Context: an optimization exercise on an open-source flow, tuned for small area. The choices shown serve that exercise and are no tape-out recipe. Function was checked by simulation only, so behaviour that the tests miss may differ from the original. Power and IR drop assume default switching activity.

v42:
Design security, start of the top module:
module security
		#(
			parameter	MAIN_MEM_ADDR = 14,
			parameter	CACHE_ADDR = 7,
			parameter 	PREG_PROTECT_LOW = 384,
			parameter 	PREG_PROTECT_HIGH = 767
		)
		(
			input clock,
			input reset,
			input [MAIN_MEM_ADDR-1:0]	mainmem_address,
			input [CACHE_ADDR-1:0]		cache_address,
			input 						MemoryAccess,
			input 						cache_hit,
			input 						cache_miss,
			output	reg					IRQ,
			output	wire				VVV_STATE
		);
localparam	NLINES = 2**CACHE_ADDR;
localparam	IDLE      = 3'b000,
			FIRST_A   = 3'b001,
			FIRST_V   = 3'b010,
			SECOND_VVH = 3'b011,
			SECOND_XAM = 3'b100,	 
			SECOND_AVM = 3'b101,
			ATTACK    = 3'b111;
assign VVV_STATE = 1'b0;
wire attack_space = (mainmem_address < PREG_PROTECT_LOW) | (mainmem_address > PREG_PROTECT_HIGH);
localparam	HI = CACHE_ADDR - CACHE_ADDR/2;
localparam	LO = CACHE_ADDR/2;
localparam	NAOI = (NLINES + 2) / 3;
wire [(2**HI)-1:0] rsel_n;
wire [(2**LO)-1:0] csel_n;
wire [NLINES-1:0]  sel;
wire [3*NLINES-1:0] REG_STATES_w;
wire [3*NAOI-1:0]  rd_n;
genvar gi, gj, gb;
generate
	for (gi = 0; gi < 2**HI; gi = gi + 1) begin : g_row
		assign rsel_n[gi] = ~((MemoryAccess & (cache_address[CACHE_ADDR-1:LO] == gi)) | reset);
	end
	for (gj = 0; gj < 2**LO; gj = gj + 1) begin : g_col
		assign csel_n[gj] = ~((cache_address[LO-1:0] == gj) | reset);
	end
	for (gi = 0; gi < 2**HI; gi = gi + 1) begin : g_sr
		for (gj = 0; gj < 2**LO; gj = gj + 1) begin : g_sc
			security_nor2 u_sel (.a(rsel_n[gi]), .b(csel_n[gj]), .y(sel[gi*(2**LO)+gj]));
		end
	end
	for (gb = 0; gb < 3; gb = gb + 1) begin : g_rb
		for (gi = 0; gi < NAOI; gi = gi + 1) begin : g_ra
			security_aoi222 u_rd (
				.a1(sel[3*gi]),
				.a2(REG_STATES_w[3*(3*gi)+gb]),
				.b1((3*gi+1 < NLINES) ? sel[(3*gi+1) % NLINES] : 1'b0),
  ...
Settings: LEC_CHECK=0, CAP_MARGIN=20, CORE_MARGIN=2, CORE_UTILIZATION=40, SLEW_MARGIN=20, SYNTH_HIERARCHICAL=1, SYNTH_MINIMUM_KEEP_SIZE=0; clock period 6.0 ns.
run.sh (not shown) runs the stock make flow with config.mk's settings and CLKGATE_MAP_FILE= SYNTH_SCRIPT=/design/flow/synth_recipe.tcl, a recipe that flattens the netlist after the stock synthesis.
Every stage of the flow completed for v42, and the final layout passed the timing, design-rule and antenna checks.
> inputs changed (v42 -> v16)
# v42
export LEC_CHECK = 0
export CAP_MARGIN = 20
export CORE_MARGIN = 2
export CORE_UTILIZATION = 40
export SLEW_MARGIN = 20
export SYNTH_HIERARCHICAL = 1
export SYNTH_MINIMUM_KEEP_SIZE = 0
create_clock -name core_clock -period 6.0 [get_ports {clock}]
# v16
export LEC_CHECK = 0
export CAP_MARGIN = 20
export CORE_MARGIN = 2
export CORE_UTILIZATION = 55
export CTS_BUF_LIST = sky130_fd_sc_hd__clkbuf_8
export CTS_CLUSTER_DIAMETER = 50
export CTS_CLUSTER_SIZE = 16
export GPL_TIMING_DRIVEN = 0
export SLEW_MARGIN = 20
export SYNTH_HIERARCHICAL = 1
export SYNTH_MINIMUM_KEEP_SIZE = 0
create_clock -name core_clock -period 6.0 [get_ports {clock}]
Run comparison: v42 topmost layer with routed signal wires met4; v16 topmost layer with routed signal wires met5. Timing, DRC, antenna: 0 failures across v42 and v16. Compared with v42, v16 shows a lower routed length on met1. Clock buffer count from CTS: v16 vs v42 down 6. v16 vs. v42: share of final-layout standard cells stronger than drive strength 1 -0.63 points, final area -3.9%, routed length on met2 +about 6.6%.
#### Input delta (v52 over v16)
# v16
export LEC_CHECK = 0
export CAP_MARGIN = 20
export CORE_MARGIN = 2
export CORE_UTILIZATION = 55
export CTS_BUF_LIST = sky130_fd_sc_hd__clkbuf_8
export CTS_CLUSTER_DIAMETER = 50
export CTS_CLUSTER_SIZE = 16
export GPL_TIMING_DRIVEN = 0
export SLEW_MARGIN = 20
export SYNTH_HIERARCHICAL = 1
export SYNTH_MINIMUM_KEEP_SIZE = 0
create_clock -name core_clock -period 6.0 [get_ports {clock}]
# v52
export LEC_CHECK = 0
export CAP_MARGIN = 20
export CORE_MARGIN = 2
export CORE_UTILIZATION = 40
export CTS_BUF_LIST = sky130_fd_sc_hd__clkbuf_8
export CTS_CLUSTER_DIAMETER = 60
export CTS_CLUSTER_SIZE = 12
export GPL_TIMING_DRIVEN = 0
export SLEW_MARGIN = 20
export SYNTH_HIERARCHICAL = 1
export SYNTH_MINIMUM_KEEP_SIZE = 0
create_clock -name core_clock -period 6.0 [get_ports {clock}]
==> comparison <==
v52 vs v16, source of the critical timing path: cache_address[1] vs cache_address[2]. In the metrics for v16 and v52, the one carrying the higher data arrival at the endpoint of the critical path is v16. The run with more setup slack is v16; v52 has less. Relative to v16, length of routed met3 wiring has decreased by 180 um in v52. v52 was carried through to the last stage, and its layout satisfied the timing, design-rule and antenna checks.
Here is what was changed in the inputs of v38 compared with v52.
# v52
export LEC_CHECK = 0
export CAP_MARGIN = 20
export CORE_MARGIN = 2
export CORE_UTILIZATION = 40
export CTS_BUF_LIST = sky130_fd_sc_hd__clkbuf_8
export CTS_CLUSTER_DIAMETER = 60
export CTS_CLUSTER_SIZE = 12
export GPL_TIMING_DRIVEN = 0
export SLEW_MARGIN = 20
export SYNTH_HIERARCHICAL = 1
export SYNTH_MINIMUM_KEEP_SIZE = 0
create_clock -name core_clock -period 6.0 [get_ports {clock}]
# v38
export LEC_CHECK = 0
export CAP_MARGIN = 20
export CORE_MARGIN = 2
export CORE_UTILIZATION = 55
export CTS_BUF_LIST = sky130_fd_sc_hd__clkbuf_8
export CTS_CLUSTER_DIAMETER = 50
export CTS_CLUSTER_SIZE = 16
export GPL_TIMING_DRIVEN = 0
export SLEW_MARGIN = 20
export SYNTH_HIERARCHICAL = 1
export SYNTH_MINIMUM_KEEP_SIZE = 0
create_clock -name core_clock -period 6.0 [get_ports {clock}]
==> flow/flow/run.sh (new file) <==
#!/bin/bash
# Own layout flow: the standard flow (standard.sh, standard synthesis unchanged) with
# - input/output port buffers of the smallest buffer cell (resized later by repair_design),
# - clock tree from clkbuf_8 cells without dummy loads,
# - power (area) recovery on paths with positive slack after global routing.
set -euo pipefail
export BUFFER_PORTS_ARGS="-buffer_cell sky130_fd_sc_hd__buf_1"
export CTS_ARGS="-sink_clustering_enable -repair_clock_nets -buf_list sky130_fd_sc_hd__clkbuf_8 -sink_clustering_size 16 -sink_clustering_max_diameter 50 -dont_use_dummy_load"
export RECOVER_POWER=100
bash standard.sh > standard_flow.log 2>&1
==> flow/standard.sh (new file) <==
#!/bin/bash
# synth_recipe.tcl (not shown) runs the flow's synth.tcl, then flattens the netlist and writes it again
# the make line also repeats each setting of config.mk as NAME=value (left out here)
make -C /OpenROAD-flow-scripts/flow DESIGN_CONFIG=/design/flow/config.mk WORK_HOME=/design/flow/orfs CLKGATE_MAP_FILE= SYNTH_SCRIPT=/design/flow/synth_recipe.tcl "${@:-finish}"
removed: flow/run.sh
Findings:
- Looking at number of buffers and inverters on the critical path, v38 sits 3 higher than v52 does.
- v52 reports its standard cell with the maximum stage delay on the critical path as clkdlybuf4s50_1 while v38 reports a21oi_1.
- cache_address[1] as the start point of the critical path was reported by v52, and reset by v38.
- Compared with v52, via density per instance in v38 increased by more than 10%.
- From v52 to v38 the numbers moved as follows: global-route track usage on met3 increased by 0.63 points relative to the old numbers; routed length on met3 fell 1.9%; worst setup slack higher.
- Per the comparison of v38 with v52, final clock period utilization by the worst path went down 2.7 points, total power went down 4.0%, routed wire length went down 2.3%, cell area went down 3.9%.
- v38 vs. v52: clock power share went down by 2.4 points.

-- separate check: timing with driven ports --
In the flow no input, the clock included, has a driving cell. The finished layouts below were timed again as built, in two steps. Step 1: set_driving_cell puts a clkbuf_16 on clock and a buf_2 on each other input, an assumption about the parent block. Step 2 times the ports against the registers' clock, not the clock port: input delays grow and output delays shrink by t, the midpoint of the rising clock arrivals with the driver on. Slacks: ideal ports / drivers / drivers and shift; pairs: ideal ports / drivers.
run | t, ns | slack for setup (ns) | clock arrival spread, ns
v42 | 0.570 | 0.757 / 0.782 / 0.212 | 0.022 / 0.022
v16 | 0.583 | 0.296 / 0.311 / -0.272 | 0.028 / 0.029
v52 | 0.597 | 0.281 / 0.302 / -0.295 | 0.027 / 0.028
v38 | 0.562 | 0.444 / 0.469 / -0.093 | 0.042 / 0.043
Met with ideal ports but missed after step 2: setup timing in v16, v52 and v38. For v52, which loses most, drivers alone change the setup slack by +0.021 ns; drivers and shift together by -0.576 ns.
